This design comes from an exercise in tuning for small area on the open sky130 flow, not from production work. Function was checked by simulation only, so behaviour that the tests miss may differ from the original. The clock port is modelled as an ideal driver, which makes a skipped or thinned clock tree look cheaper than it is; a real chip needs a root buffer or a tree. Power is estimated from default activity; no workload was simulated.

// apb_i2c_slave
module apb_i2c_slave #(
  parameter int APB_ADDR_WIDTH = 8
) (
  input  logic                      pclk,
  input  logic                      presetn,
  input  logic [APB_ADDR_WIDTH-1:0] paddr,
  input  logic                      psel,
  input  logic                      penable,
  input  logic                      pwrite,
  input  logic [31:0]               pwdata,
  output logic [31:0]               prdata,
  output logic                      pready,
  output logic                      pslverr,
  input  logic                      scl_i,
  input  logic                      sda_i,
  output logic                      sda_o,
  output logic                      sda_oe,
  output logic                      irq
);
Size: about 390 cells after synthesis, roughly 70 flip-flops, roughly 3900 sq um of cells after synthesis.
==> flow/config.mk <==
export PLATFORM = sky130hd
export DESIGN_NAME = apb_i2c_slave
export DESIGN_NICKNAME = apb_i2c_slave
export VERILOG_FILES = /design/flow/design.v
export SDC_FILE = /design/flow/constraint.sdc
export NUM_CORES = 4
export LEC_CHECK = 0
export CAP_MARGIN = 0
export CORE_MARGIN = 2
export CORE_UTILIZATION = 40
export GPL_TIMING_DRIVEN = 0
export PLACE_DENSITY = 0.85
export SLEW_MARGIN = 0
==> flow/constraint.sdc <==
create_clock -name core_clock -period 10.0 [get_ports {pclk}]
set_input_delay 2.0000 -clock core_clock [delete_from_list [all_inputs] [get_ports {pclk}]]
set_output_delay 2.0000 -clock core_clock [all_outputs]
set_load 0.01 [all_outputs]
standard.sh (not shown) runs the stock make flow with config.mk's settings and CLKGATE_MAP_FILE= SYNTH_SCRIPT=/design/flow/synth_recipe.tcl, a recipe that flattens the netlist after the stock synthesis.
==> flow/flow/run.sh <==
#!/bin/bash
# Standard ORFS layout with the smallest buffer on each port and a small
# hand-built clock tree (flow/cts_hook.tcl) in place of TritonCTS. After
# floorplanning, flow/post_fp.tcl re-maps the logic for area and shares the
# tie cells.
set -euo pipefail
HERE=$(cd "$(dirname "$0")" && pwd)
export BUFFER_PORTS_ARGS="-buffer_cell sky130_fd_sc_hd__buf_1"
export SKIP_REPAIR_TIE_FANOUT=1
export POST_FLOORPLAN_TCL="$HERE/post_fp.tcl"
export PRE_CTS_TCL="$HERE/cts_hook.tcl"
export MANUAL_CTS_CLUSTERS=4
export MANUAL_CTS_BUF=sky130_fd_sc_hd__clkbuf_8
export MANUAL_CTS_ROOT=
# each leaf buffer is then sized up from clkbuf_4 until its estimated
# register clock slew is at most MANUAL_CTS_SLEW ns
export MANUAL_CTS_SIZES="sky130_fd_sc_hd__clkbuf_4 sky130_fd_sc_hd__clkbuf_8 sky130_fd_sc_hd__clkbuf_16"
export MANUAL_CTS_SLEW=0.120
bash standard.sh > flow_make.log 2>&1
==> flow/flow/manual_cts.tcl <==
# Cluster the clock sinks by k-means on their placed locations and drive each
# cluster from one clock buffer placed at the cluster's centre.
proc manual_cts { nclus bufcell } {
  set block [ord::get_db_block]
  set net [$block findNet pclk]
  set sinks {}
  foreach p [get_pins -of_objects [get_nets pclk]] {
    if {[get_property $p direction] ne "input"} continue
    set inst [sta::sta_to_db_inst [get_cells -of_objects $p]]
    set bb [$inst getBBox]
    lappend sinks [list $p 0 [expr {([$bb xMin]+[$bb xMax])/2.0}] [expr {([$bb yMin]+[$bb yMax])/2.0}]]
  }
  set n [llength $sinks]
  # initial centres: spread along sorted x
  set sorted [lsort -real -index 2 $sinks]
  set cent {}
  for {set k 0} {$k < $nclus} {incr k} {
    set s [lindex $sorted [expr {int(($k+0.5)*$n/$nclus)}]]
    lappend cent [list [lindex $s 2] [lindex $s 3]]
  }
  for {set iter 0} {$iter < 50} {incr iter} {
    set asg {}
    foreach s $sinks {
      set best 0; set bd 1e30
      for {set k 0} {$k < $nclus} {incr k} {
        set c [lindex $cent $k]
        set d [expr {abs([lindex $s 2]-[lindex $c 0]) + abs([lindex $s 3]-[lindex $c 1])}]
        if {$d < $bd} { set bd $d; set best $k }
      }
      lappend asg $best
    }
    set newc {}
    for {set k 0} {$k < $nclus} {incr k} {
      set sx 0; set sy 0; set m 0
      foreach s $sinks a $asg { if {$a == $k} { set sx [expr {$sx+[lindex $s 2]}]; set sy [expr {$sy+[lindex $s 3]}]; incr m } }
      if {$m > 0} { lappend newc [list [expr {$sx/$m}] [expr {$sy/$m}]] } else { lappend newc [lindex $cent $k] }
    }
    set cent $newc
  }
  set dbu [$block getDbUnitsPerMicron]
  for {set k 0} {$k < $nclus} {incr k} {
    set pins {}
    foreach s $sinks a $asg { if {$a == $k} { lappend pins [lindex $s 0] } }
    if {[llength $pins] == 0} continue
    set c [lindex $cent $k]
    insert_buffer -buffer_cell $bufcell -net pclk -load_pins $pins \
      -location [list [expr {[lindex $c 0]/$dbu}] [expr {[lindex $c 1]/$dbu}]] \
      -buffer_name clkbuf_leaf_$k -net_name clknet_leaf_$k
    puts "cluster $k: [llength $pins] sinks"
  }
}

# Put one root buffer between the clock port and the leaf buffers.
proc manual_cts_root { bufcell } {
  set block [ord::get_db_block]
  set dbu [$block getDbUnitsPerMicron]
  set sx 0; set sy 0; set m 0
  set pins {}
  foreach p [get_pins -of_objects [get_nets pclk]] {
    if {[get_property $p direction] ne "input"} continue
    set inst [sta::sta_to_db_inst [get_cells -of_objects $p]]
    set bb [$inst getBBox]
    set sx [expr {$sx + ([$bb xMin]+[$bb xMax])/2.0}]
    set sy [expr {$sy + ([$bb yMin]+[$bb yMax])/2.0}]
    incr m
    lappend pins $p
  }
  insert_buffer -buffer_cell $bufcell -net pclk -load_pins $pins \
    -location [list [expr {$sx/$m/$dbu}] [expr {$sy/$m/$dbu}]] \
    -buffer_name clkbuf_root -net_name clknet_root
}

# Size each leaf clock buffer: start every leaf at the smallest buffer in
# bufs and step a leaf up while the estimated slew at any of its register
# clock pins is over target_ns.
proc manual_cts_size { bufs target_ns } {
  set leaves [get_cells clkbuf_leaf_*]
  foreach c $leaves { replace_cell $c [lindex $bufs 0] }
  set_propagated_clock [all_clocks]
  for {set round 0} {$round < [llength $bufs]} {incr round} {
    estimate_parasitics -placement
    set changed 0
    foreach c $leaves {
      set out [get_pins -of_objects $c -filter "direction==output"]
      set worst 0
      foreach p [get_pins -of_objects [get_nets -of_objects $out]] {
        if {[get_property $p direction] ne "input"} continue
        set s [get_property $p slew_max]
        if {$s > $worst} { set worst $s }
      }
      set cur [get_property $c ref_name]
      set i [lsearch $bufs $cur]
      if {$worst > $target_ns && $i < [llength $bufs] - 1} {
        replace_cell $c [lindex $bufs [expr {$i + 1}]]
        set changed 1
      }
      puts "clock leaf [get_name $c]: $cur worst slew $worst"
    }
    if {!$changed} break
  }
  unset_propagated_clock [all_clocks]
}
Other scripts of this flow, unchanged in this note and not shown: flow/flow/cts_hook.tcl, flow/flow/post_fp.tcl
==> next run, changes <==
--- a/flow/flow/run.sh
+++ b/flow/flow/run.sh
@@ -18,0 +19,2 @@
+# registers are split into clusters of near-equal size (at most 2 over even)
+export MANUAL_CTS_CAP=2
--- a/flow/flow/manual_cts.tcl
+++ b/flow/flow/manual_cts.tcl
@@ -23,6 +23,11 @@
-    foreach s $sinks {
-      set best 0; set bd 1e30
-      for {set k 0} {$k < $nclus} {incr k} {
-        set c [lindex $cent $k]
-        set d [expr {abs([lindex $s 2]-[lindex $c 0]) + abs([lindex $s 3]-[lindex $c 1])}]
-        if {$d < $bd} { set bd $d; set best $k }
+    if {[info exists ::env(MANUAL_CTS_CAP)]} {
+      # balanced assignment: nearest free cluster, closest pairs first
+      set cap [expr {($n + $nclus - 1) / $nclus + $::env(MANUAL_CTS_CAP)}]
+      set pairs {}
+      set i 0
+      foreach s $sinks {
+        for {set k 0} {$k < $nclus} {incr k} {
+          set c [lindex $cent $k]
+          lappend pairs [list [expr {abs([lindex $s 2]-[lindex $c 0]) + abs([lindex $s 3]-[lindex $c 1])}] $i $k]
+        }
+        incr i
@@ -30 +35,18 @@
-      lappend asg $best
+      set asg [lrepeat $n -1]
+      set fill [lrepeat $nclus 0]
+      foreach p [lsort -real -index 0 $pairs] {
+        lassign $p d i k
+        if {[lindex $asg $i] >= 0 || [lindex $fill $k] >= $cap} continue
+        lset asg $i $k
+        lset fill $k [expr {[lindex $fill $k] + 1}]
+      }
+    } else {
+      foreach s $sinks {
+        set best 0; set bd 1e30
+        for {set k 0} {$k < $nclus} {incr k} {
+          set c [lindex $cent $k]
+          set d [expr {abs([lindex $s 2]-[lindex $c 0]) + abs([lindex $s 3]-[lindex $c 1])}]
+          if {$d < $bd} { set bd $d; set best $k }
+        }
+        lappend asg $best
+      }
ABC_AREA = 1   (was default)
CAP_MARGIN = 20   (was 0)
GPL_TIMING_DRIVEN = default   (was 0)
SLEW_MARGIN = 20   (was 0)
Cell area falls slightly. Area after synthesis rises slightly. Cell count falls slightly. Worst setup slack is better by 0.20 ns. Clock skew rises by 0.0065 ns. Wire length falls slightly. Power falls by a few percent. Core utilization falls by 0.74 points. Global-route usage falls by 0.90 points. Register-to-register slack is better by 0.33 ns.
In every run of this note, the design's own scripts or RTL, not TritonCTS, make the clock network.

rev 12:
Starting RTL as in the previous note.
clock: 10.0 ns
lec_check: 0
cap_margin: 20
core_margin: 2
core_utilization: 40
place_density: 0.85
slew_margin: 20
==> flow/flow/run.sh <==
#!/bin/bash
# Standard ORFS layout with the smallest buffer on each port and a small
# hand-built clock tree (flow/cts_hook.tcl) in place of TritonCTS. After
# floorplanning, flow/post_fp.tcl re-maps the logic for area and shares the
# tie cells.
set -euo pipefail
HERE=$(cd "$(dirname "$0")" && pwd)
export BUFFER_PORTS_ARGS="-buffer_cell sky130_fd_sc_hd__buf_1"
export SKIP_REPAIR_TIE_FANOUT=1
export POST_FLOORPLAN_TCL="$HERE/post_fp.tcl"
export PRE_CTS_TCL="$HERE/cts_hook.tcl"
export MANUAL_CTS_CLUSTERS=4
export MANUAL_CTS_BUF=sky130_fd_sc_hd__clkbuf_8
export MANUAL_CTS_ROOT=
# each leaf buffer is then sized up from clkbuf_4 until its estimated
# register clock slew is at most MANUAL_CTS_SLEW ns
export MANUAL_CTS_SIZES="sky130_fd_sc_hd__clkbuf_4 sky130_fd_sc_hd__clkbuf_8 sky130_fd_sc_hd__clkbuf_16"
export MANUAL_CTS_SLEW=0.120
bash standard.sh > flow_make.log 2>&1
Other scripts of this flow, unchanged in this note and not shown: flow/flow/cts_hook.tcl, flow/flow/manual_cts.tcl, flow/flow/post_fp.tcl
Rev 12 reached the end of the flow, and the finished layout is clean on the timing, design-rule and antenna checks.
Edits applied to the flow inputs when going from rev 12 to rev 13:
Settings: PLACE_DENSITY: 0.85 -> 0.95.
Results
Against rev 12, rev 13 reports a via count normalized by instance count that is higher.
Largest driver fanout on the critical path across rev 12 and rev 13: no real change.
Rev 13: post-DP HPWL 88 um below rev 12
On DRC marker count from the first detailed-route iteration: rev 13 sits below rev 12.
Rev 12 and rev 13 ended up with nearly the same power.
No run of this note takes its clock network from TritonCTS; it comes from the design's own scripts or RTL.

## static timing again, ports no longer ideal
The results above use ideal ports. As a check the final layouts listed here were re-extracted and re-timed, cells and wires unchanged.
Step 1 assumes that a clkbuf_16 drives the clock port and a buf_2 every other input.
Step 2, shift: input delay + t, output delay - t, t = (earliest + latest rising clock arrival at the registers) / 2. This alone moves slack from input paths to output paths.
a / b / c = ideal / step 1 / step 2; a / b = the first two.
run | t (ns) | setup slack, ns | hold WS [ns] | worst setup path at the end | worst slew at a driven data input, ns
the first run of note 1 | 0.221 | 3.914 / 3.881 / 3.881 | 0.425 / 0.425 / 0.425 | input to output | 0.04
the second run of note 1 | 0.230 | 4.117 / 4.096 / 4.096 | 0.471 / 0.471 / 0.471 | input to output | 0.03
rev 12 | 0.225 | 3.885 / 3.859 / 3.859 | 0.405 / 0.405 / 0.405 | input to output | 0.03
rev 13 | 0.223 | 3.846 / 3.826 / 3.826 | 0.436 / 0.436 / 0.436 | input to output | 0.04
After both steps every run listed still meets setup and hold. The setup slack of the first run of note 1, which loses most, moves by -0.033 ns with the drivers and by -0.033 ns with both steps.
